Context: an optimization exercise on an open-source flow, tuned for small area. The choices shown serve that exercise and are no tape-out recipe.
At most, simulation tests tie the RTL to the original design; equivalence was not proved.

==> try-lagoon <==
==> flow/design.v <==
`default_nettype none
module flagteller(
        input uart,
        input clk_12,
        input rst,
        output uart2
);
localparam [63:0] P1  = 64'h030410c084000aa3;
localparam [63:0] P2  = 64'h0000000000000283;
localparam [63:0] Y1P = 64'h07a5506c93a7b887;    
localparam [63:0] Y2P = 64'he62ad50cd5f292a6;    
localparam [127:0] PW = 128'h72336c6c33745f67346c665f41475046;   
localparam [1023:0] MSG = 1024'hd86205bd025c8c2178e5e43a9cd2d023f81cb9869d37a6ca4b6d4bbe4fe6cfd9976c20bace36b7d91f508aa364ce298f3eaed134aa3e1cce0dcb08d0f2eaef8c2e08d19b7a630ff5a52681cab4643b982e08d19b7a630ff5a52681cab4643b982e08d19b7a630ff5a52681cab4643b982e08d19b7a630ff5a52681cab4643b98;
localparam RX_IDLE = 2'd0, RX_START = 2'd1, RX_DATA = 2'd2, RX_STOP = 2'd3;
reg [1:0] rxs;
reg [6:0] dc;
reg [2:0] bp;             
wire dc0 = (dc == 7'd0);
always @(posedge clk_12) begin
        if (rst) begin
                rxs <= RX_IDLE;
                bp <= 3'd0;
        end else begin
                case (rxs)
                RX_IDLE:  if (!uart) rxs <= RX_START;
                RX_START: if (dc0) begin rxs <= RX_DATA; bp <= 3'd0; end
                RX_DATA:  if (dc0) begin
                                if (bp == 3'd7) rxs <= RX_STOP;
                                else bp <= bp + 3'd1;
                          end
                RX_STOP:  if (dc0) rxs <= RX_IDLE;
                endcase
        end
end
wire dc_load = (rxs == RX_IDLE && !uart) || ((rxs == RX_START || rxs == RX_DATA) && dc0);
always @(posedge clk_12) begin
        if (rst) dc <= 7'd0;
        else if (dc_load) dc <= 7'd103;
        else if (!dc0) dc <= dc - 7'd1;
end
wire dc52 = (dc == 7'd52);
wire sample = (rxs == RX_DATA) && dc52;
wire strobe = (rxs == RX_STOP) && dc52;
localparam S_IDLE = 3'd0, S_MEAS = 3'd1, S_A = 3'd2, S_B = 3'd3, S_TX = 3'd4;
reg [2:0] st;
reg [3:0] cc;             
reg locked;
reg [63:0] R;
reg [6:0] na;
reg match;
reg [6:0] bt;             
reg [3:0] ts;             
reg [5:0] bi;             
wire [5:0] j = {cc[2:0], bp};
wire first = (cc == 4'd0) && (bp == 3'd0);
wire hiph = cc[3];
wire last_lo = (cc == 4'd7) && (bp == 3'd7);
wire b = uart ^ (bp[0] && bp != 3'd7);    
wire rz = (R == 64'd0);
wire bt0 = (bt == 7'd0);
wire [63:0] pol = hiph ? P2 : P1;
wire [63:0] yp = hiph ? Y2P : Y1P;
wire [63:0] hstep = {R[0], R[63:1] ^ (pol[63:1] & {63{R[0]}})} ^ (yp & {64{b}});
wire clr = (rxs == RX_START) && (cc[2:0] == 3'd0) && (st != S_A);
wire shift = (st == S_MEAS) || (st == S_B) || clr;
always @(posedge clk_12) begin
        if (sample) R <= hstep;
        else if (shift) R <= {1'b0, R[63:1]};
end
always @(posedge clk_12) begin
        if (sample) begin
                if (first) na <= b ? 7'd0 : 7'd127;
                else if (b && (!hiph || na[6] || j > na[5:0])) na <= {1'b0, j};
        end else if (st == S_A) begin
                na <= na - 7'd1;
        end
end
reg mflag;
wire pwok = (uart == PW[{cc, bp}]);
always @(posedge clk_12) begin
        if (sample) mflag <= pwok & (mflag | first);
end
always @(posedge clk_12) begin
        if (st == S_IDLE && locked) match <= mflag;
end
wire last_byte = match ? (bi == 6'd63) : (bi == 6'd15);
always @(posedge clk_12) begin
        if (rst) begin
                st <= S_IDLE;
                cc <= 4'd0;
                locked <= 1'b0;
                ts <= 4'd0;
        end else begin
                if (strobe && !locked) begin
                        cc <= cc + 4'd1;
                        if (cc == 4'd15) locked <= 1'b1;
                end else if (st == S_TX && ts == 4'd0 && bt == 7'd104 && last_byte) begin
                        locked <= 1'b0;
                end
                case (st)
                S_IDLE: begin
                        if (sample && last_lo) st <= S_MEAS;
                        else if (locked) st <= S_A;
                end
                S_MEAS: if (rz) st <= S_IDLE;
                S_A:    if (na == 7'd125) st <= S_B;
                S_B:    if (rz && bt0) st <= S_TX;
                S_TX:   if (bt0) begin
                                case (ts)
                                4'd0: ts <= 4'd1;
                                4'd1: ts <= 4'd8;
                                4'd15: if (last_byte) begin
                                                st <= S_IDLE;
                                                ts <= 4'd0;
                                        end else ts <= 4'd2;
                                4'd2: ts <= 4'd0;
                                default: ts <= ts + 4'd1;
                                endcase
                        end
                default: st <= S_IDLE;
                endcase
        end
end
always @(posedge clk_12) begin
        if (sample && last_lo) begin
                bt <= 7'd0;
        end else if (st == S_MEAS) begin
                if (!rz) bt <= bt + 7'd1;
        end else if (st == S_B) begin
                if (!bt0) bt <= bt - 7'd1;
                else if (rz) begin bt <= 7'd108; bi <= 6'd0; end
        end else if (st == S_TX) begin
                if (!bt0) bt <= bt - 7'd1;
                else begin
                        bt <= (ts == 4'd15 || ts == 4'd2) ? 7'd105 : 7'd104;
                        if (ts == 4'd2) bi <= bi + 6'd1;
                end
        end
end
wire msgbit = MSG[{match, bi, ts[2:0]}];
assign uart2 = (ts == 4'd1) ? 1'b0 : (ts[3] ? msgbit : 1'b1);
endmodule
==> flow/run.sh <==
#!/bin/bash
# synth_recipe.tcl (not shown) runs the flow's synth.tcl, then flattens the netlist and writes it again
# the make line also repeats each setting of config.mk as NAME=value (left out here)
make -C /OpenROAD-flow-scripts/flow DESIGN_CONFIG=/design/flow/config.mk WORK_HOME=/design/flow/orfs CLKGATE_MAP_FILE= SYNTH_SCRIPT=/design/flow/synth_recipe.tcl finish
==> flow/config.mk <==
export PLATFORM = sky130hd
export DESIGN_NAME = flagteller
export DESIGN_NICKNAME = flagteller
export VERILOG_FILES = /design/flow/design.v
export SDC_FILE = /design/flow/constraint.sdc
export NUM_CORES = 4
export LEC_CHECK = 0
export ABC_AREA = 1
export CAP_MARGIN = 20
export CORE_MARGIN = 2
export CORE_UTILIZATION = 60
export CTS_BUF_LIST = sky130_fd_sc_hd__clkbuf_8
export CTS_CLUSTER_DIAMETER = 60
export CTS_CLUSTER_SIZE = 20
export PLACE_DENSITY = 0.7
export SLEW_MARGIN = 20
==> flow/constraint.sdc <==
create_clock -name core_clock -period 5.0 [get_ports {clk_12}]
set_input_delay 1.0000 -clock core_clock [delete_from_list [all_inputs] [get_ports {clk_12}]]
set_output_delay 1.0000 -clock core_clock [all_outputs]
set_load 0.01 [all_outputs]
==> try-sierra: changes against try-lagoon <==
--- a/flow/design.v
+++ b/flow/design.v
@@ -10,12 +10,14 @@
 localparam [63:0] Y1P = 64'h07a5506c93a7b887;    
 localparam [63:0] Y2P = 64'he62ad50cd5f292a6;    
 localparam [127:0] PW = 128'h72336c6c33745f67346c665f41475046;   
-localparam [1023:0] MSG = 1024'hd86205bd025c8c2178e5e43a9cd2d023f81cb9869d37a6ca4b6d4bbe4fe6cfd9976c20bace36b7d91f508aa364ce298f3eaed134aa3e1cce0dcb08d0f2eaef8c2e08d19b7a630ff5a52681cab4643b982e08d19b7a630ff5a52681cab4643b982e08d19b7a630ff5a52681cab4643b982e08d19b7a630ff5a52681cab4643b98;
+localparam [1023:0] MSG = 1024'hd86205bd025c8c2178e5e43a9cd2d023f81cb9869d37a6ca4b6d4bbe4fe6cfd9976c20bace36b7d91f508aa364ce298f3eaed134aa3e1cce0dcb08d0f2eaef8cd86205bd025c8c2178e5e43a9cd2d023f81cb9869d37a6ca4b6d4bbe4fe6cfd9976c20bace36b7d91f508aa364ce298f2e08d19b7a630ff5a52681cab4643b98;
 localparam RX_IDLE = 2'd0, RX_START = 2'd1, RX_DATA = 2'd2, RX_STOP = 2'd3;
 reg [1:0] rxs;
-reg [6:0] dc;
+reg [6:0] dc;              
 reg [2:0] bp;             
-wire dc0 = (dc == 7'd0);
+localparam [6:0] DC0 = 7'h01, DC52 = 7'h6b, DC103 = 7'h79;
+wire dc0 = (dc == DC0);
+wire dc52 = (dc == DC52);
 always @(posedge clk_12) begin
         if (rst) begin
                 rxs <= RX_IDLE;
@@ -34,11 +36,10 @@
 end
 wire dc_load = (rxs == RX_IDLE && !uart) || ((rxs == RX_START || rxs == RX_DATA) && dc0);
 always @(posedge clk_12) begin
-        if (rst) dc <= 7'd0;
-        else if (dc_load) dc <= 7'd103;
-        else if (!dc0) dc <= dc - 7'd1;
+        if (rst) dc <= DC0;
+        else if (dc_load) dc <= DC103;
+        else if (!dc0) dc <= {dc[5:0], dc[6] ^ dc[5]};
 end
-wire dc52 = (dc == 7'd52);
 wire sample = (rxs == RX_DATA) && dc52;
 wire strobe = (rxs == RX_STOP) && dc52;
 localparam S_IDLE = 3'd0, S_MEAS = 3'd1, S_A = 3'd2, S_B = 3'd3, S_TX = 3'd4;
--- a/flow/config.mk
+++ b/flow/config.mk
@@ -5,7 +5,6 @@
 export SDC_FILE = /design/flow/constraint.sdc
 export NUM_CORES = 4
 export LEC_CHECK = 0
-export ABC_AREA = 1
 export CAP_MARGIN = 20
 export CORE_MARGIN = 2
 export CORE_UTILIZATION = 60
==> try-pepper: changes against try-lagoon <==
==> flow/design.v, changed modules only <==
module flagteller(
        input uart,
        input clk_12,
        input rst,
        output uart2
);
localparam [63:0] P1  = 64'h030410c084000aa3;
localparam [63:0] P2  = 64'h0000000000000283;
localparam [63:0] Y1P = 64'h07a5506c93a7b887;    
localparam [63:0] Y2P = 64'he62ad50cd5f292a6;    
localparam [63:0] R1S = 64'h23998629be97b578;    
localparam [63:0] R2S = 64'h61b607521904f69e;    
localparam [1023:0] MSG = 1024'hd86205bd025c8c2178e5e43a9cd2d023f81cb9869d37a6ca4b6d4bbe4fe6cfd9976c20bace36b7d91f508aa364ce298f3eaed134aa3e1cce0dcb08d0f2eaef8c2e08d19b7a630ff5a52681cab4643b982e08d19b7a630ff5a52681cab4643b982e08d19b7a630ff5a52681cab4643b982e08d19b7a630ff5a52681cab4643b98;
localparam RX_IDLE = 2'd0, RX_START = 2'd1, RX_DATA = 2'd2, RX_STOP = 2'd3;
reg [1:0] rxs;
reg [6:0] dc;
reg [2:0] bp;             
wire dc0 = (dc == 7'd0);
always @(posedge clk_12) begin
        if (rst) begin
                rxs <= RX_IDLE;
                bp <= 3'd0;
        end else begin
                case (rxs)
                RX_IDLE:  if (!uart) rxs <= RX_START;
                RX_START: if (dc0) begin rxs <= RX_DATA; bp <= 3'd0; end
                RX_DATA:  if (dc0) begin
                                if (bp == 3'd7) rxs <= RX_STOP;
                                else bp <= bp + 3'd1;
                          end
                RX_STOP:  if (dc0) rxs <= RX_IDLE;
                endcase
        end
end
wire dc_load = (rxs == RX_IDLE && !uart) || ((rxs == RX_START || rxs == RX_DATA) && dc0);
always @(posedge clk_12) begin
        if (rst) dc <= 7'd0;
        else if (dc_load) dc <= 7'd103;
        else if (!dc0) dc <= dc - 7'd1;
end
wire dc52 = (dc == 7'd52);
wire sample = (rxs == RX_DATA) && dc52;
wire strobe = (rxs == RX_STOP) && dc52;
localparam S_IDLE = 3'd0, S_MEAS = 3'd1, S_A = 3'd2, S_B = 3'd3, S_TX = 3'd4;
reg [2:0] st;
reg [3:0] cc;             
reg locked;
reg [63:0] R;
reg [6:0] na;             
reg [6:0] nb;             
reg match;
reg [6:0] bt;             
reg [3:0] ts;             
reg [5:0] bi;             
wire [5:0] j = {cc[2:0], bp};
wire first = (cc == 4'd0) && (bp == 3'd0);
wire hiph = cc[3];
wire last_lo = (cc == 4'd7) && (bp == 3'd7);
wire b = uart ^ (bp[0] && bp != 3'd7);    
wire rz = (R == 64'd0);
wire eq = (R == ((st == S_MEAS) ? R1S : R2S));
wire [63:0] pol = hiph ? P2 : P1;
wire [63:0] yp = hiph ? Y2P : Y1P;
wire [63:0] base = (sample && j == 6'd0) ? 64'd0 : R;
wire [63:0] hstep = {base[0], base[63:1] ^ (pol[63:1] & {63{base[0]}})} ^ (yp & {64{b}});
wire shift = (st == S_MEAS && !rz) || (st == S_B);
always @(posedge clk_12) begin
        if (sample) R <= hstep;
        else if (shift) R <= {1'b0, R[63:1]};
end
wire [6:0] jp = {1'b0, j} + 7'd3;
always @(posedge clk_12) begin
        if (sample) begin
                if (first) na <= b ? 7'd3 : 7'd2;
                else if (b && (!hiph || jp > na)) na <= jp;
        end else if (st == S_A) begin
                na <= na - 7'd1;
        end
end
always @(posedge clk_12) begin
        if (sample && last_lo) nb <= 7'd0;
        else if (st == S_MEAS && !rz) nb <= nb + 7'd1;
        else if (st == S_B && nb != 7'd0) nb <= nb - 7'd1;
end
always @(posedge clk_12) begin
        if (st == S_MEAS && nb == 7'd0) match <= eq;
        else if (st == S_IDLE && locked) match <= match & eq;
end
wire last_byte = match ? (bi == 6'd63) : (bi == 6'd15);
wire bt0 = (bt == 7'd0);
always @(posedge clk_12) begin
        if (rst) begin
                st <= S_IDLE;
                cc <= 4'd0;
                locked <= 1'b0;
                ts <= 4'd0;
        end else begin
                if (strobe && !locked) begin
                        cc <= cc + 4'd1;
                        if (cc == 4'd15) locked <= 1'b1;
                end else if (st == S_TX && ts == 4'd0 && bt == 7'd104 && last_byte) begin
                        locked <= 1'b0;
                end
                case (st)
                S_IDLE: begin
                        if (sample && last_lo) st <= S_MEAS;
                        else if (locked) st <= S_A;
                end
                S_MEAS: if (rz) st <= S_IDLE;
                S_A:    if (na == 7'd0) st <= S_B;
                S_B:    if (rz && nb == 7'd0) st <= S_TX;
                S_TX:   if (bt0) begin
                                case (ts)
                                4'd0: ts <= 4'd1;
                                4'd1: ts <= 4'd8;
                                4'd15: if (last_byte) begin
                                                st <= S_IDLE;
                                                ts <= 4'd0;
                                        end else ts <= 4'd2;
                                4'd2: ts <= 4'd0;
                                default: ts <= ts + 4'd1;
                                endcase
                        end
                default: st <= S_IDLE;
                endcase
        end
end
always @(posedge clk_12) begin
        if (st == S_B) begin
                bt <= 7'd108;
                bi <= 6'd0;
        end else if (bt0) begin
                bt <= (ts == 4'd15 || ts == 4'd2) ? 7'd105 : 7'd104;
                if (ts == 4'd2) bi <= bi + 6'd1;
        end else begin
                bt <= bt - 7'd1;
        end
end
wire msgbit = MSG[{match, bi, ts[2:0]}];
assign uart2 = (ts == 4'd1) ? 1'b0 : (ts[3] ? msgbit : 1'b1);
endmodule
==> flow/config.mk (replaced) <==
export PLATFORM = sky130hd
export DESIGN_NAME = flagteller
export DESIGN_NICKNAME = flagteller
export VERILOG_FILES = /design/flow/design.v
export SDC_FILE = /design/flow/constraint.sdc
export NUM_CORES = 4
export LEC_CHECK = 0
export CAP_MARGIN = 20
export CORE_MARGIN = 2
export CORE_UTILIZATION = 40
export PLACE_DENSITY = 0.6
export SLEW_MARGIN = 20
==> try-amber: changes against try-lagoon <==
==> flow/design.v, changed modules only <==
module flagteller(
        input uart,
        input clk_12,
        input rst,
        output uart2
);
localparam [63:0] P1  = 64'h030410c084000aa3;
localparam [63:0] P2  = 64'h0000000000000283;
localparam [63:0] Y1P = 64'h07a5506c93a7b887;    
localparam [63:0] Y2P = 64'he62ad50cd5f292a6;    
localparam [63:0] R1S = 64'h23998629be97b578;    
localparam [63:0] R2S = 64'h61b607521904f69e;    
localparam [1023:0] MSG = 1024'hd86205bd025c8c2178e5e43a9cd2d023f81cb9869d37a6ca4b6d4bbe4fe6cfd9976c20bace36b7d91f508aa364ce298f3eaed134aa3e1cce0dcb08d0f2eaef8c2e08d19b7a630ff5a52681cab4643b982e08d19b7a630ff5a52681cab4643b982e08d19b7a630ff5a52681cab4643b982e08d19b7a630ff5a52681cab4643b98;
localparam RX_IDLE = 2'd0, RX_START = 2'd1, RX_DATA = 2'd2, RX_STOP = 2'd3;
reg [1:0] rxs;
reg [6:0] dc;
reg [2:0] bp;             
wire dc0 = (dc == 7'd0);
always @(posedge clk_12) begin
        if (rst) begin
                rxs <= RX_IDLE;
                bp <= 3'd0;
        end else begin
                case (rxs)
                RX_IDLE:  if (!uart) rxs <= RX_START;
                RX_START: if (dc0) begin rxs <= RX_DATA; bp <= 3'd0; end
                RX_DATA:  if (dc0) begin
                                if (bp == 3'd7) rxs <= RX_STOP;
                                else bp <= bp + 3'd1;
                          end
                RX_STOP:  if (dc0) rxs <= RX_IDLE;
                endcase
        end
end
wire dc_load = (rxs == RX_IDLE && !uart) || ((rxs == RX_START || rxs == RX_DATA) && dc0);
always @(posedge clk_12) begin
        if (rst) dc <= 7'd0;
        else if (dc_load) dc <= 7'd103;
        else if (!dc0) dc <= dc - 7'd1;
end
wire dc52 = (dc == 7'd52);
wire sample = (rxs == RX_DATA) && dc52;
wire strobe = (rxs == RX_STOP) && dc52;
localparam S_IDLE = 3'd0, S_MEAS = 3'd1, S_A = 3'd2, S_B = 3'd3, S_TX = 3'd4;
reg [2:0] st;
reg [3:0] cc;             
reg locked;
reg [63:0] R;
reg [6:0] na;             
reg match;
reg [6:0] bt;             
reg [3:0] ts;             
reg [5:0] bi;             
wire [5:0] j = {cc[2:0], bp};
wire first = (cc == 4'd0) && (bp == 3'd0);
wire hiph = cc[3];
wire last_lo = (cc == 4'd7) && (bp == 3'd7);
wire b = uart ^ (bp[0] && bp != 3'd7);    
wire rz = (R == 64'd0);
wire bt0 = (bt == 7'd0);
wire eq = (R == ((st == S_MEAS) ? R1S : R2S));
wire [63:0] pol = hiph ? P2 : P1;
wire [63:0] yp = hiph ? Y2P : Y1P;
wire [63:0] hstep = {R[0], R[63:1] ^ (pol[63:1] & {63{R[0]}})} ^ (yp & {64{b}});
wire clr = (rxs == RX_START) && (cc[2:0] == 3'd0) && (st != S_A);
wire shift = (st == S_MEAS) || (st == S_B) || clr;
always @(posedge clk_12) begin
        if (sample) R <= hstep;
        else if (shift) R <= {1'b0, R[63:1]};
end
wire [6:0] jp = {1'b0, j} + 7'd3;
always @(posedge clk_12) begin
        if (sample) begin
                if (first) na <= b ? 7'd3 : 7'd2;
                else if (b && (!hiph || jp > na)) na <= jp;
        end else if (st == S_A) begin
                na <= na - 7'd1;
        end
end
always @(posedge clk_12) begin
        if (st == S_MEAS && bt0) match <= eq;
        else if (st == S_IDLE && locked) match <= match & eq;
end
wire last_byte = match ? (bi == 6'd63) : (bi == 6'd15);
always @(posedge clk_12) begin
        if (rst) begin
                st <= S_IDLE;
                cc <= 4'd0;
                locked <= 1'b0;
                ts <= 4'd0;
        end else begin
                if (strobe && !locked) begin
                        cc <= cc + 4'd1;
                        if (cc == 4'd15) locked <= 1'b1;
                end else if (st == S_TX && ts == 4'd0 && bt == 7'd104 && last_byte) begin
                        locked <= 1'b0;
                end
                case (st)
                S_IDLE: begin
                        if (sample && last_lo) st <= S_MEAS;
                        else if (locked) st <= S_A;
                end
                S_MEAS: if (rz) st <= S_IDLE;
                S_A:    if (na == 7'd0) st <= S_B;
                S_B:    if (rz && bt0) st <= S_TX;
                S_TX:   if (bt0) begin
                                case (ts)
                                4'd0: ts <= 4'd1;
                                4'd1: ts <= 4'd8;
                                4'd15: if (last_byte) begin
                                                st <= S_IDLE;
                                                ts <= 4'd0;
                                        end else ts <= 4'd2;
                                4'd2: ts <= 4'd0;
                                default: ts <= ts + 4'd1;
                                endcase
                        end
                default: st <= S_IDLE;
                endcase
        end
end
always @(posedge clk_12) begin
        if (sample && last_lo) begin
                bt <= 7'd0;
        end else if (st == S_MEAS) begin
                if (!rz) bt <= bt + 7'd1;
        end else if (st == S_B) begin
                if (!bt0) bt <= bt - 7'd1;
                else if (rz) begin bt <= 7'd108; bi <= 6'd0; end
        end else if (st == S_TX) begin
                if (!bt0) bt <= bt - 7'd1;
                else begin
                        bt <= (ts == 4'd15 || ts == 4'd2) ? 7'd105 : 7'd104;
                        if (ts == 4'd2) bi <= bi + 6'd1;
                end
        end
end
wire msgbit = MSG[{match, bi, ts[2:0]}];
assign uart2 = (ts == 4'd1) ? 1'b0 : (ts[3] ? msgbit : 1'b1);
endmodule
==> flow/config.mk (replaced) <==
export PLATFORM = sky130hd
export DESIGN_NAME = flagteller
export DESIGN_NICKNAME = flagteller
export VERILOG_FILES = /design/flow/design.v
export SDC_FILE = /design/flow/constraint.sdc
export NUM_CORES = 4
export LEC_CHECK = 0
export CAP_MARGIN = 20
export CORE_MARGIN = 2
export CORE_UTILIZATION = 40
export PLACE_DENSITY = 0.6
export SLEW_MARGIN = 20
==> comparison <==
try-lagoon finished with timing, DRC and antenna clean. try-amber went through all stages and came out clean. try-pepper produced a clean layout. try-sierra finished clean.
Final cell count, lowest first: try-sierra, try-amber, try-lagoon, try-pepper.
Synthesized area, highest first: try-pepper, try-lagoon, try-amber, try-sierra.
In try-lagoon the first-iteration DRC count is larger than in try-pepper, by 20%.
Against try-amber, the clock-buffer cell count of try-pepper is higher by 7.
Setup slack, lowest first: try-pepper, try-sierra, try-amber, try-lagoon.
In try-amber the synthesized cell count is smaller than in try-pepper, by 16%.
Between try-amber and try-lagoon, the lower flip-flop and latch count is in try-amber (gap 1).
The lowest via count belongs to try-sierra, the highest to try-pepper.
==> figures <==
                                                                  try-pepper                  try-amber                try-lagoon                 try-sierra
Outcome                                     no timing/DRC/antenna violations  no timing/DRC/antenna violations  no timing/DRC/antenna violations  no timing/DRC/antenna violations
Area of all placed cells without fillers                            8697 µm²                   7750 µm²                  7637 µm²                   7450 µm²
Complex-gate fraction of the synthesized area                         16.84%                     15.63%                    11.12%                     16.86%
Total detailed-routing wirelength                                  19,370 µm                  17,970 µm                 17,730 µm                  16,240 µm
Post-synth EDFFs                                                          72                         78                        79                         79
Worst Hold Depth                                                           2                          0                         0                          2
Worst Min Path Start                                      dc[3]$_SDFFE_PP0N_            R[60]$_DFFE_PP_           R[34]$_DFFE_PP_         dc[4]$_SDFFE_PP0P_
Area used by sequential logic in the layout                         3045 µm²                   2963 µm²                  2993 µm²                   2993 µm²
Met3 wirelength from detailed routing                                 873 µm                     915 µm                   1194 µm                     979 µm
# rows                                                                    51                         48                        40                         39
Clock Network Area Fraction                                           6.531%                     3.794%                    2.801%                     2.939%
WL per Instance                                                     16.74 µm                   18.41 µm                  16.74 µm                   18.62 µm
Placed cell count                                                      1,125                        960                     1,043                        856
Top-count cell post-synth                           sky130_fd_sc_hd__nand2_1  sky130_fd_sc_hd__edfxtp_1  sky130_fd_sc_hd__nand2_1  sky130_fd_sc_hd__edfxtp_1
Critical R2R Capture                                      nb[6]$_SDFFE_PP0P_        bi[2]$_SDFFCE_PP0P_           R[59]$_DFFE_PP_            R[10]$_DFFE_PP_
Number of signal-net inverters in the final layout                        36                         35                       123                         35
Non-Filler Instances                                                   1,157                        976                     1,059                        872
No functional check of the RTL was part of try-lagoon.

## afterwards: timing with drivers on the ports
Ports are ideal in the flow. The routed layouts listed here were re-timed in OpenROAD. Step 1, drivers: a clkbuf_16 drives clk_12 and a buf_2 each remaining input, both assumed. Step 2 adds t to the input delays and takes it off the output delays; t is the mean of the earliest and latest rising clock arrival at the registers after step 1. Input paths then give back, and output paths get back, about the clock's delay inside the block. a / b / c = ideal ports / drivers / drivers and shift; a / b = the first two.
run | t (ns) | setup slack, ns | worst setup path after step 2 | worst data-port slew with drivers (ns)
try-lagoon | 0.422 | 0.463 / 0.426 / 0.848 | register to output | 0.03
try-sierra | 0.423 | 0.229 / 0.191 / 0.614 | register to output | 0.03
try-pepper | 0.461 | 0.208 / 0.165 / 0.626 | register to output | 0.03
try-amber | 0.394 | 0.377 / 0.335 / 0.729 | register to output | 0.04
After both steps setup and hold are still met in every run listed.
